Background: an optimization exercise with open tools, aiming at small area. Do not read the settings as production practice.
The RTL was checked by simulation tests, not by an equivalence proof against the original design.
Power and IR drop assume default switching activity.

== exp/indigo ==
==> flow/design.v (excerpt) <==
module Clock(CLK, RST, ButtonMode, ButtonDigit, ButtonValue, DigitEnable, DigitValue);
For scale: about 74 flip-flops, ~18 I/O pins, roughly 0.0028 mm^2 of cells after synthesis.
export LEC_CHECK = 0
export CAP_MARGIN = 20
export CORE_MARGIN = 2
export CORE_UTILIZATION = 65
export CTS_BUF_LIST = sky130_fd_sc_hd__clkbuf_4
export CTS_CLUSTER_DIAMETER = 60
export CTS_CLUSTER_SIZE = 30
export SLEW_MARGIN = 20
create_clock -name core_clock -period 10.0 [get_ports {CLK}]
standard.sh (not shown) runs the stock make flow with config.mk's settings and CLKGATE_MAP_FILE= SYNTH_SCRIPT=/design/flow/synth_recipe.tcl, a recipe that flattens the netlist after the stock synthesis.
==> flow/flow/run.sh <==
#!/bin/bash
# Own layout flow: the standard flow (standard.sh, unchanged synthesis) with three
# layout settings changed:
#  - port buffers are buf_1 (the standard flow picks a larger delay buffer);
#  - clock tree without dummy load cells, built from clkbuf_4;
#  - power recovery after global routing (downsizes gates with slack to spare).
set -euo pipefail
bash standard.sh \
  "BUFFER_PORTS_ARGS=-buffer_cell sky130_fd_sc_hd__buf_1" \
  "CTS_ARGS=-sink_clustering_enable -repair_clock_nets -dont_use_dummy_load -buf_list sky130_fd_sc_hd__clkbuf_4 -sink_clustering_size 30 -sink_clustering_max_diameter 60" \
  "RECOVER_POWER=100" \
  finish > standard_flow.log 2>&1
exp/indigo finished all stages; layout check result: FAIL, due to max-capacitance violations, max-slew violations.
> inputs changed (exp/indigo -> exp/juniper)
==> flow/flow/run.sh <==
#!/bin/bash
# Own layout flow: the standard flow (standard.sh, unchanged synthesis) with two
# layout settings changed:
#  - port buffers are buf_1 (the standard flow picks a larger delay buffer);
#  - clock tree without dummy load cells, built from clkbuf_4;
set -euo pipefail
bash standard.sh \
  "BUFFER_PORTS_ARGS=-buffer_cell sky130_fd_sc_hd__buf_1" \
  "CTS_ARGS=-sink_clustering_enable -repair_clock_nets -dont_use_dummy_load -buf_list sky130_fd_sc_hd__clkbuf_16 -sink_clustering_size 80 -sink_clustering_max_diameter 200" \
  finish > standard_flow.log 2>&1
Results
Summary of exp/juniper over exp/indigo: wire length went up; fraction of power consumed by combinational cells went down. Sum of buffers and inverters on the critical path: exp/juniper lower than exp/indigo. From exp/indigo to exp/juniper the numbers moved as follows: clock edge transition at the registers on the reported setup and hold paths down 0.05 ns, final worst setup slack saw an increase, routed via count climbed about 0.65%, via count of the first global-routing pass higher. Between exp/indigo and exp/juniper, the flow reports post-layout instance area increasing by a few percent. Relative to exp/indigo, clock network fraction of design power has increased by 16 points in exp/juniper. exp/juniper: all stages complete, timing, DRC and antenna checks passed. exp/juniper against exp/indigo: fill cell total of the finished layout shows a reduction of 25; total power up 0.00014 W.
#### Input delta (exp/fjord over exp/juniper)
diff --git a/flow/flow/run.sh b/flow/flow/run.sh
--- a/flow/flow/run.sh
+++ b/flow/flow/run.sh
@@ -8,3 +8,3 @@
   "BUFFER_PORTS_ARGS=-buffer_cell sky130_fd_sc_hd__buf_1" \
-  "CTS_ARGS=-sink_clustering_enable -repair_clock_nets -dont_use_dummy_load -buf_list sky130_fd_sc_hd__clkbuf_16 -sink_clustering_size 80 -sink_clustering_max_diameter 200" \
+  "CTS_ARGS=-sink_clustering_enable -repair_clock_nets -dont_use_dummy_load -buf_list sky130_fd_sc_hd__clkbuf_4 -sink_clustering_size 30 -sink_clustering_max_diameter 60" \
   finish > standard_flow.log 2>&1
[summary]
Side by side, achievable frequency turned out lower in exp/fjord than in exp/juniper.
Status: portion of the layout cell area used by non-clock buffers parity (exp/juniper, exp/fjord)
Any difference in worst hold margin between exp/fjord and exp/juniper is small enough to ignore.
Comparing exp/juniper with exp/fjord, the worst relative slew slack came out essentially unchanged.
For exp/cedar, these inputs were changed with respect to exp/fjord:
diff --git a/flow/flow/run.sh b/flow/flow/run.sh
--- a/flow/flow/run.sh
+++ b/flow/flow/run.sh
@@ -8,3 +8,3 @@
   "BUFFER_PORTS_ARGS=-buffer_cell sky130_fd_sc_hd__buf_1" \
-  "CTS_ARGS=-sink_clustering_enable -repair_clock_nets -dont_use_dummy_load -buf_list sky130_fd_sc_hd__clkbuf_4 -sink_clustering_size 30 -sink_clustering_max_diameter 60" \
+  "CTS_ARGS=-sink_clustering_enable -repair_clock_nets -dont_use_dummy_load -buf_list sky130_fd_sc_hd__clkbuf_8 -sink_clustering_size 40 -sink_clustering_max_diameter 100" \
   finish > standard_flow.log 2>&1
### Flow results
- exp/cedar was carried through to the last stage, and its layout satisfied the timing, DRC and antenna checks.
- exp/cedar packs its core tighter than exp/fjord.
- Per the comparison of exp/cedar with exp/fjord, combinational cell fraction of total power lower, met3 layer wire length in the routed design higher.
What exp/umber does differently from exp/cedar at the input level:
==> flow/run.sh (new file) <==
#!/bin/bash
# synth_recipe.tcl (not shown) runs the flow's synth.tcl, then flattens the netlist and writes it again
# the make line also repeats each setting of config.mk as NAME=value (left out here)
make -C /OpenROAD-flow-scripts/flow DESIGN_CONFIG=/design/flow/config.mk WORK_HOME=/design/flow/orfs CLKGATE_MAP_FILE= SYNTH_SCRIPT=/design/flow/synth_recipe.tcl finish
removed: flow/flow/run.sh
removed: flow/standard.sh
exp/umber finished all stages; the layout is clean. The power of exp/umber was inferior to that of exp/cedar. When the final numbers for exp/cedar and exp/umber were put side by side, the clock distribution power turned out to be greater in exp/umber. | worst-case setup margin in the final layout | exp/umber vs exp/cedar | worse |. Side by side, final worst-path cycle share turned out higher in exp/umber than in exp/cedar. The final-stage net count of exp/umber and that of exp/cedar are within noise of each other.

========
The RTL this note starts from:
==> flow/design.v <==
`timescale 1ns / 1ps
module Adjust(CLK, RST, ButtonMode, ButtonDigit, ButtonValue, Editing, Digit, IncrementDigit);
	input CLK, RST;
	input ButtonMode; 
	input ButtonDigit;
	input ButtonValue;
	output reg Editing;
	output[2:0] Digit;
	output wire IncrementDigit;
	wire ButtonModePressed, ButtonDigitPressed;
	reg[1:0] Sel;
	ButtonHandler B1(.CLK(CLK), .Button(ButtonMode), .Pulse(ButtonModePressed));
	ButtonHandler B2(.CLK(CLK), .Button(ButtonDigit), .Pulse(ButtonDigitPressed));
	ButtonHandler B3(.CLK(CLK), .Button(ButtonValue), .Pulse(IncrementDigit));
	assign Digit = {Sel[1], Sel[0] & ~Sel[1], ~Sel[0]};
	always @ (posedge CLK or posedge RST) begin
		if(RST) begin
			Editing <= 1'b0;
			Sel <= 2'b00;
		end else begin
			if(ButtonModePressed) begin
				Editing <= ~Editing;
				Sel <= 2'b00;
			end
			if(ButtonDigitPressed) begin
				Sel <= {Sel[0] & ~Sel[1], ~Sel[1]};
			end
		end
	end
endmodule
module ButtonHandler(CLK, Button, Pulse);
	input CLK;
	input Button;
	output Pulse;
	reg[9:0] Run;
	wire[9:0] S = Run ^ 10'd661;
	assign Pulse = (S & 10'd759) == 10'd517;
	wire[9:0] N = ~Button ? 10'd362 :
		({S[8:0], S[9] ^ S[2]} & ~({10{Pulse}} & 10'd10));
	always @ (posedge CLK) begin
		Run <= N ^ 10'd661;
	end
endmodule
`timescale 1ns/1ps
module SecondTick(CLK, RST, Pulse, Tick);
	input CLK;
	input RST;
	output Pulse;
	output Tick;
	reg [6:0] A;
	reg [8:0] B;
	wire EndA = (A & 7'd61) == (7'd64 & 7'd61);
	wire EndB = (B[6:0] == 7'd7);
	assign Pulse = EndA;
	assign Tick = EndA & EndB;
	always @ (posedge CLK or posedge RST) begin
		if(RST) begin
			A <= 7'd72;
			B <= 9'd7;
		end else begin
			A <= {A[5:0], A[6] ^ A[5]} ^ ({7{EndA}} & 7'd16);
			B <= {B[7:0], B[8] ^ B[4]} ^ ({9{EndB}} & 9'd128);
		end
	end
endmodule
`timescale 1ns/1ps
module SecondsMinutesDigits(CLK, RST, InTick, EditEnable, Increment, OutTick, MSD, LSD);
	input CLK;
	input RST;
	input InTick;
	input EditEnable;
	input Increment;
	output reg OutTick;
	output reg[2:0] MSD;
	output reg[3:0] LSD;
	wire Inc = InTick | (EditEnable & Increment);
	wire Carry = Inc & LSD[0] & LSD[3];
	wire Roll = Carry & MSD[0] & MSD[2];
	always @ (posedge CLK) begin
		OutTick <= Inc & (Roll | OutTick);
	end
	always @ (posedge CLK or posedge RST) begin
		if(RST) begin
			MSD <= 3'd0;
			LSD <= 4'd0;
		end else begin
			LSD[0] <= LSD[0] ^ Inc;
			LSD[1] <= LSD[1] ^ (Inc & LSD[0] & ~LSD[3]);
			LSD[2] <= LSD[2] ^ (Inc & LSD[0] & LSD[1]);
			LSD[3] <= LSD[3] ^ (Inc & LSD[0] & (LSD[3] | (LSD[1] & LSD[2])));
			MSD[0] <= MSD[0] ^ Carry;
			MSD[1] <= MSD[1] ^ (Carry & MSD[0] & ~MSD[2]);
			MSD[2] <= MSD[2] ^ (Carry & MSD[0] & (MSD[1] | MSD[2]));
		end
	end
endmodule
`timescale 1ns/1ps
module HoursDigits(CLK, RST, InTick, EditEnable, Increment, MSD, LSD);
	input CLK;
	input RST;
	input InTick;
	input EditEnable;
	input Increment;
	output reg[1:0] MSD;
	output reg[3:0] LSD;
	wire Inc = InTick | (EditEnable & Increment);
	wire Carry = Inc & LSD[0] & LSD[3];
	always @ (posedge CLK or posedge RST) begin
		if(RST) begin
			MSD <= 2'd0;
			LSD <= 4'd0;
		end else begin
			LSD[0] <= LSD[0] ^ Inc;
			LSD[1] <= LSD[1] ^ (Inc & LSD[0] & ~LSD[3]);
			LSD[2] <= LSD[2] ^ (Inc & LSD[0] & LSD[1] & ~MSD[1]);
			LSD[3] <= LSD[3] ^ (Inc & LSD[0] & (LSD[3] | (LSD[1] & LSD[2])));
			MSD[0] <= MSD[0] ^ Carry;
			MSD[1] <= MSD[1] ? ~(Inc & LSD[0] & LSD[1]) : (Carry & MSD[0]);
		end
	end
endmodule
`timescale 1ns/1ps
module SevenSegmentDriver(CLK, RST, Pulse, HourMSD, HourLSD, MinMSD, MinLSD, SecMSD, SecLSD, DigitEnable, DigitValue);
	input CLK;
	input RST;
	input Pulse;
	input[1:0] HourMSD;
	input[2:0] MinMSD, SecMSD;
	input[3:0] HourLSD, MinLSD, SecLSD;
	output[5:0] DigitEnable;
	output[6:0] DigitValue;
	reg[2:0] C;
	always @ (posedge CLK or posedge RST) begin
		if(RST) begin
			C <= 3'b000;
		end else if(Pulse) begin
			C <= {C[1:0], ~C[2]};
		end
	end
	assign DigitEnable[0] = ~C[2] & ~C[0];
	assign DigitEnable[1] =  C[0] & ~C[1];
	assign DigitEnable[2] =  C[1] & ~C[2];
	assign DigitEnable[3] =  C[2] &  C[0];
	assign DigitEnable[4] =  C[1] & ~C[0];
	assign DigitEnable[5] =  C[2] & ~C[1];
	wire[3:0] BCDValue =
		({4{DigitEnable[0]}} & SecLSD) |
		({4{DigitEnable[1]}} & {1'b0, SecMSD}) |
		({4{DigitEnable[2]}} & MinLSD) |
		({4{DigitEnable[3]}} & {1'b0, MinMSD}) |
		({4{DigitEnable[4]}} & HourLSD) |
		({4{DigitEnable[5]}} & {2'b00, HourMSD});
	SevenSegmentROM S1(.Address(BCDValue), .Data(DigitValue));
endmodule
module SevenSegmentROM(Address, Data);
	input[3:0] Address;
	output[6:0] Data;
	wire[3:0] a = Address;
  assign Data[6] = ((a[2]&~a[1]&~a[0]) | (~a[3]&~a[2]&~a[1]&a[0]));
  assign Data[5] = ((a[2]&~a[1]&a[0]) | (a[2]&a[1]&~a[0]));
  assign Data[4] = ((~a[2]&a[1]&~a[0]));
  assign Data[3] = ((a[2]&~a[1]&~a[0]) | (a[2]&a[1]&a[0]) | (~a[3]&~a[2]&~a[1]&a[0]));
  assign Data[2] = ((a[0]) | (a[2]&~a[1]));
  assign Data[1] = ((~a[2]&a[1]) | (a[1]&a[0]) | (~a[3]&~a[2]&a[0]));
  assign Data[0] = ((a[2]&a[1]&a[0]) | (~a[3]&~a[2]&~a[1]));
endmodule
`timescale 1ns/1ps
module Clock(CLK, RST, ButtonMode, ButtonDigit, ButtonValue, DigitEnable, DigitValue);
	input CLK;
	input RST;
	input ButtonMode, ButtonDigit, ButtonValue;
	output[5:0] DigitEnable;
	output[6:0] DigitValue;
	wire ScanPulse;
	wire SecondTick;
	wire MinuteTick;
	wire HourTick;
	wire[3:0] SecLSD, MinLSD, HourLSD;
	wire[2:0] SecMSD, MinMSD;
	wire[1:0] HourMSD;
	wire[2:0] ActiveDigit;
	wire IncrementDigit;
	wire GlobalPause;
	SecondTick T1(	.CLK(CLK),
					.RST(RST),
					.Pulse(ScanPulse),
					.Tick(SecondTick));
	Adjust A1(	.CLK(CLK),
				.RST(RST),
				.ButtonMode(ButtonMode),
				.ButtonDigit(ButtonDigit),
				.ButtonValue(ButtonValue),
				.Editing(GlobalPause),
				.Digit(ActiveDigit),
				.IncrementDigit(IncrementDigit));
	SecondsMinutesDigits S1(	.CLK(CLK),
								.RST(RST),
								.InTick(SecondTick & ~GlobalPause),
								.EditEnable(ActiveDigit[0] & GlobalPause),
								.Increment(IncrementDigit),
								.OutTick(MinuteTick),
								.MSD(SecMSD),
								.LSD(SecLSD));
	SecondsMinutesDigits S2(	.CLK(CLK),
								.RST(RST),
								.InTick(MinuteTick & ~GlobalPause),
								.EditEnable(ActiveDigit[1] & GlobalPause),
								.Increment(IncrementDigit),
								.OutTick(HourTick),
								.MSD(MinMSD),
								.LSD(MinLSD));
	HoursDigits H1(	.CLK(CLK),
					.RST(RST),
					.InTick(HourTick & ~GlobalPause),
					.EditEnable(ActiveDigit[2] & GlobalPause),
					.Increment(IncrementDigit),
					.MSD(HourMSD),
					.LSD(HourLSD));
	SevenSegmentDriver S3(	.CLK(CLK),
							.RST(RST),
							.Pulse(ScanPulse),
							.HourMSD(HourMSD),
							.HourLSD(HourLSD),
							.MinMSD(MinMSD),
							.MinLSD(MinLSD),
							.SecMSD(SecMSD),
							.SecLSD(SecLSD),
							.DigitEnable(DigitEnable),
							.DigitValue(DigitValue));
endmodule
==> flow/config.mk <==
export PLATFORM = sky130hd
export DESIGN_NAME = Clock
export DESIGN_NICKNAME = Clock
export VERILOG_FILES = /design/flow/design.v
export SDC_FILE = /design/flow/constraint.sdc
export NUM_CORES = 4
export LEC_CHECK = 0
export CAP_MARGIN = 20
export CORE_MARGIN = 2
export CORE_UTILIZATION = 65
export CTS_BUF_LIST = sky130_fd_sc_hd__clkbuf_4
export CTS_CLUSTER_DIAMETER = 60
export CTS_CLUSTER_SIZE = 30
export SLEW_MARGIN = 20
==> flow/constraint.sdc <==
create_clock -name core_clock -period 10.0 [get_ports {CLK}]
set_input_delay 2.0000 -clock core_clock [delete_from_list [all_inputs] [get_ports {CLK}]]
set_output_delay 2.0000 -clock core_clock [all_outputs]
set_load 0.01 [all_outputs]
==> flow/flow/run.sh <==
#!/bin/bash
# Own layout flow, built on the standard flow (standard.sh):
#  1. Synthesis: the standard synthesis script (synth_recipe.tcl, unchanged
#     registers and names) with the ABC mapping script replaced by an area-oriented
#     one (flow/abc_map.script: two rounds of dch + amap, no buffering/upsizing),
#     and without the adder-extraction step (ADDER_MAP_FILE empty).
#     ORFS's scripts are copied to scripts_abc/ and only abc_area.script differs.
#  2. Layout: the standard flow from floorplan on, with port buffers of buf_1
#     (the standard flow picks a larger delay buffer) and a clock tree of clkbuf_4
#     without dummy load cells.
# Each step's full output goes to its own log file here (synth.log, layout.log),
# beside ORFS's own logs under orfs/logs.
set -euo pipefail
W=$PWD
rm -rf "$W/scripts_abc"
cp -r "$FLOW_HOME/scripts" "$W/scripts_abc"
cp "$W/flow/abc_map.script" "$W/scripts_abc/abc_area.script"
bash standard.sh "SCRIPTS_DIR=$W/scripts_abc" "ABC_AREA=1" "ADDER_MAP_FILE=" synth > synth.log 2>&1
bash standard.sh \
  "BUFFER_PORTS_ARGS=-buffer_cell sky130_fd_sc_hd__buf_1" \
  "CTS_ARGS=-sink_clustering_enable -sink_clustering_levels 1 -sink_clustering_size 40 -sink_clustering_max_diameter 150 -repair_clock_nets -dont_use_dummy_load -buf_list sky130_fd_sc_hd__clkbuf_8" \
  finish > layout.log 2>&1
==> flow/flow/abc_map.script <==
strash
dch
amap
strash
dch
amap
topo
==> next run, changes <==
--- a/flow/flow/run.sh
+++ b/flow/flow/run.sh
@@ -19,4 +19,4 @@
 bash standard.sh \
   "BUFFER_PORTS_ARGS=-buffer_cell sky130_fd_sc_hd__buf_1" \
-  "CTS_ARGS=-sink_clustering_enable -sink_clustering_levels 1 -sink_clustering_size 40 -sink_clustering_max_diameter 150 -repair_clock_nets -dont_use_dummy_load -buf_list sky130_fd_sc_hd__clkbuf_8" \
+  "CTS_ARGS=-sink_clustering_enable -repair_clock_nets -dont_use_dummy_load -buf_list sky130_fd_sc_hd__clkbuf_8 -sink_clustering_size 40 -sink_clustering_max_diameter 100 -sink_buffer_max_cap_derate 1.0" \
   finish > layout.log 2>&1
The changed run completed with no timing, DRC or antenna violations.
Synthesized cell count is unchanged.
Wire length stays the same.
Power stays the same.
==> next run, changes <==
--- a/flow/flow/run.sh
+++ b/flow/flow/run.sh
@@ -19,4 +19,4 @@
 bash standard.sh \
   "BUFFER_PORTS_ARGS=-buffer_cell sky130_fd_sc_hd__buf_1" \
-  "CTS_ARGS=-sink_clustering_enable -repair_clock_nets -dont_use_dummy_load -buf_list sky130_fd_sc_hd__clkbuf_8 -sink_clustering_size 40 -sink_clustering_max_diameter 100 -sink_buffer_max_cap_derate 1.0" \
+  "CTS_ARGS=-repair_clock_nets -dont_use_dummy_load -buf_list sky130_fd_sc_hd__clkbuf_4" \
   finish > layout.log 2>&1
Outcome:
- The changed run finished clean
- combinational power is about the same
- area after synthesis is unchanged
- final cell count is unchanged

## what the ideal ports hide
Ports are ideal in the flow. The routed layouts listed here were re-timed in OpenROAD. Step 1 (the two cells are an assumption about what drives the block):
set clk [get_ports {CLK}]
set_driving_cell -lib_cell sky130_fd_sc_hd__clkbuf_16 $clk
set_driving_cell -lib_cell sky130_fd_sc_hd__buf_2 [delete_from_list [all_inputs] $clk]
Step 2 moves the port delays by t, midway between the first and last clock arrival at a register: inputs arrive t later, outputs are due t later. That takes back most of the time a late clock gives input paths. Slacks: ideal / step 1 / step 2; pairs: ideal / step 1.
run	t (ns)	setup WS [ns]	latest minus earliest clock arrival (ns)
exp/indigo	0.403	5.733 / 5.709 / 5.984	0.043 / 0.043
exp/juniper	0.349	5.962 / 5.930 / 6.279	0.018 / 0.018
exp/fjord	0.400	5.897 / 5.872 / 6.272	0.043 / 0.043
exp/cedar	0.348	5.956 / 5.930 / 6.278	0.026 / 0.026
exp/umber	0.420	5.433 / 5.409 / 5.830	0.012 / 0.011
the first run of note 2	0.355	5.407 / 5.381 / 5.736	0.019 / 0.020
the second run of note 2	0.355	5.407 / 5.381 / 5.736	0.019 / 0.020
the third run of note 2	0.401	5.360 / 5.336 / 5.737	0.027 / 0.028
The worst setup slack also covers recovery checks on asynchronous resets.
